This is an optimization exercise on Yosys and OpenROAD, whose aim is small area, a short achievable clock period and few clock cycles per item, not a production implementation. In this exercise RTL edits were held to simulation tests only and were not proved equivalent to the original.

## quartz
==> flow/design.v (excerpt) <==
module mod_mul64_module
#(
    parameter A_WIDTH = 64,
    parameter B_WIDTH = 64,
    parameter N_WIDTH = 64
)
(
    input clk,
    input rst,
    input start,
    input [A_WIDTH-1:0] A,
    input [B_WIDTH-1:0] B,
    input [N_WIDTH-1:0] N,
    output [N_WIDTH-1:0] P,
    output done
);
==> flow/config.mk <==
export PLATFORM = sky130hd
export DESIGN_NAME = mod_mul64_module
export DESIGN_NICKNAME = mod_mul64_module
export VERILOG_FILES = /design/flow/design.v
export SDC_FILE = /design/flow/constraint.sdc
export NUM_CORES = 4
export LEC_CHECK = 0
export CAP_MARGIN = 20
export CORE_MARGIN = 2
export CORE_UTILIZATION = 40
export CTS_BUF_LIST = sky130_fd_sc_hd__clkbuf_4 sky130_fd_sc_hd__clkbuf_8
export SETUP_SLACK_MARGIN = 3.0
export SLEW_MARGIN = 20
export BUFFER_PORTS_ARGS = -buffer_cell sky130_fd_sc_hd__buf_1
export CTS_ARGS = -sink_clustering_enable -repair_clock_nets -dont_use_dummy_load -buf_list {sky130_fd_sc_hd__clkbuf_4 sky130_fd_sc_hd__clkbuf_8}
==> flow/constraint.sdc <==
create_clock -name core_clock -period 6.0 [get_ports {clk}]
set_input_delay 1.2000 -clock core_clock [delete_from_list [all_inputs] [get_ports {clk}]]
set_output_delay 1.2000 -clock core_clock [all_outputs]
set_load 0.01 [all_outputs]
standard.sh (not shown) runs the stock make flow with config.mk's settings and CLKGATE_MAP_FILE= SYNTH_SCRIPT=/design/flow/synth_recipe.tcl, a recipe that flattens the netlist after the stock synthesis.
==> flow/flow/run.sh <==
#!/bin/bash
# The standard layout (the standard.sh) with two changes:
#  - plain buf_1 cells as the port buffers instead of clkdlybuf4s50_1;
#  - clock tree synthesis without dummy loads (same arguments as the
#    standard flow otherwise).
# The make output goes to standard.log; ORFS keeps each step's log under
# orfs/logs.
set -e
cat >> config.mk <<'CFG'
export BUFFER_PORTS_ARGS = -buffer_cell sky130_fd_sc_hd__buf_1
export CTS_ARGS = -sink_clustering_enable -repair_clock_nets -dont_use_dummy_load -buf_list {sky130_fd_sc_hd__clkbuf_4 sky130_fd_sc_hd__clkbuf_8}
CFG
bash standard.sh > standard.log 2>&1
Having completed the whole flow, quartz delivered a layout that passed the timing, design-rule and antenna checks.
Testbench counts of quartz, summed over its fixed seeds: cycles 14,291, ops 192.
Inputs modified between quartz and cedar:
Settings: a change of CTS_ARGS from -sink_clustering_enable -repair_clock_nets -dont_use_dummy_load -buf_list {sky130_fd_sc_hd__clkbuf_4 sky130_fd_sc_hd__clkbuf_8} to -sink_clustering_enable -repair_clock_nets -dont_use_dummy_load -sink_clustering_size 14 -sink_clustering_max_diameter 70 -buf_list {sky130_fd_sc_hd__clkbuf_4 sky130_fd_sc_hd__clkbuf_8}; a change of CAP_MARGIN from 20 to 5; a change of SLEW_MARGIN from 20 to 5.
diff --git a/flow/flow/run.sh b/flow/flow/run.sh
--- a/flow/flow/run.sh
+++ b/flow/flow/run.sh
@@ -11 +11 @@
-export CTS_ARGS = -sink_clustering_enable -repair_clock_nets -dont_use_dummy_load -buf_list {sky130_fd_sc_hd__clkbuf_4 sky130_fd_sc_hd__clkbuf_8}
+export CTS_ARGS = -sink_clustering_enable -repair_clock_nets -dont_use_dummy_load -sink_clustering_size 14 -sink_clustering_max_diameter 70 -buf_list {sky130_fd_sc_hd__clkbuf_4 sky130_fd_sc_hd__clkbuf_8}
==> comparison <==
cedar closes out successfully: all stages finished, all timing, DRC and antenna checks passed.
Lower count of clock-buffer cells in the layout among quartz and cedar: cedar
Compared with quartz, in cedar sum of buffers and inverters on the critical path now sits at about the same level, post-route fraction of the period consumed by the critical path increased 1.0 points, post-layout instance area shows a reduction of about 3.3%, worst setup margin shows a reduction of 0.061 ns.
Cell count: cedar lower than quartz
Total number of vias, cedar vs quartz: down slightly
A worst-path cell with the longest stage delay of fa_1 is what cedar shows, while or4_4 belongs to quartz.
Changes observed in cedar relative to quartz: global routing usage summed across all routing layers lower, clock slew seen by the registers of the worst setup and hold paths shows an increase of 0.03 ns.
For yarrow, these inputs were changed with respect to cedar:
Settings: changing SLEW_MARGIN from 5 to 20; changing CAP_MARGIN from 5 to 20.
--- outcome ---
From cedar to yarrow, number of antenna-violating nets in the routed design did not move at all.
For clock-buffer cell count, cedar and yarrow come out practically identical.
Comparing yarrow against cedar, there is no change at all in distinct cell type count of the synthesized netlist.
Sequential share of layout area came out exactly the same in cedar and yarrow.
Re total number of nets in the final design: no difference whatsoever between cedar and yarrow.
cedar → yarrow: fmax comparable; post-CTS setup repair buffer count comparable.
Changes in onyx relative to yarrow:
Settings: SETUP_SLACK_MARGIN changed from 3.0 to 2.5; CTS_ARGS removed (was -sink_clustering_enable -repair_clock_nets -dont_use_dummy_load -sink_clustering_size 14 -sink_clustering_max_diameter 70 -buf_list {sky130_fd_sc_hd__clkbuf_4 sky130_fd_sc_hd__clkbuf_8}).
==> flow/flow/run.sh <==
#!/bin/bash
# The standard layout (the standard.sh), with plain buf_1 cells as the
# port buffers instead of the default clkdlybuf4s50_1. The make output goes
# to standard.log; ORFS keeps each step's log under orfs/logs.
set -e
echo 'export BUFFER_PORTS_ARGS = -buffer_cell sky130_fd_sc_hd__buf_1' >> config.mk
bash standard.sh > standard.log 2>&1
==> summary.txt <==
Highest layer used for signal routing = met5: yarrow; highest layer used for signal routing = met4: onyx. When the final numbers for onyx and yarrow were put side by side, the number of resized instances in the post-cts repair step turned out to be smaller in onyx. Side by side, met2 track demand over resource in global routing turned out lower in onyx than in yarrow. Via count of yarrow is on par with onyx. Summary of onyx over yarrow: post-detailed-route wirelength per cell saw a decrease, maximum clock frequency did not really move, minimum setup slack in the final design went up.
diff inputs: onyx => lagoon
Settings: swapping 2.5 for 3.0 in SETUP_SLACK_MARGIN.
[summary]
- Share of cells above drive strength 1 ends up lower on onyx.
- Summary of lagoon over onyx: number of nets in the layout went up by 2.2%; number of non-clock buffers now sits higher.
- lagoon vs onyx — fmax rose 3.2%.
- lagoon vs onyx, worst setup slack went up by 0.11 ns.
- onyx → lagoon: via count increased by 1.3% relative to the old numbers; instance count after placement with tap cells included closely matched the old numbers.
- onyx → lagoon: multi-input combinational cell count saw little to no change, final cell count moved up.
- Number of cells on the critical path came out exactly the same in lagoon and onyx.

-- port drivers added, routing unchanged --
In the flow no input, the clock included, has a driving cell. The finished layouts below were timed again as built, in two steps. Step 1, drivers: a clkbuf_16 drives clk and a buf_2 each remaining input, both assumed. Step 2 times the ports against the registers' clock, not the clock port: input delays grow and output delays shrink by t, the midpoint of the rising clock arrivals with the driver on. Slacks: ideal / step 1 / step 2; pairs: ideal / step 1.
| run | shift t [ns] | slack for setup (ns) | worst setup path at the end | pins driven straight from the clock port |
|---|---|---|---|---|
| quartz | 0.645 | 2.597 / 2.597 / 2.597 | register to register | 1 |
| cedar | 0.630 | 2.536 / 2.536 / 2.536 | register to register | 1 |
| yarrow | 0.630 | 2.536 / 2.536 / 2.536 | register to register | 1 |
| onyx | 0.674 | 2.540 / 2.540 / 2.540 | register to register | 1 |
| lagoon | 0.667 | 2.648 / 2.648 / 2.648 | register to register | 1 |
After both steps every run listed still meets setup and hold.
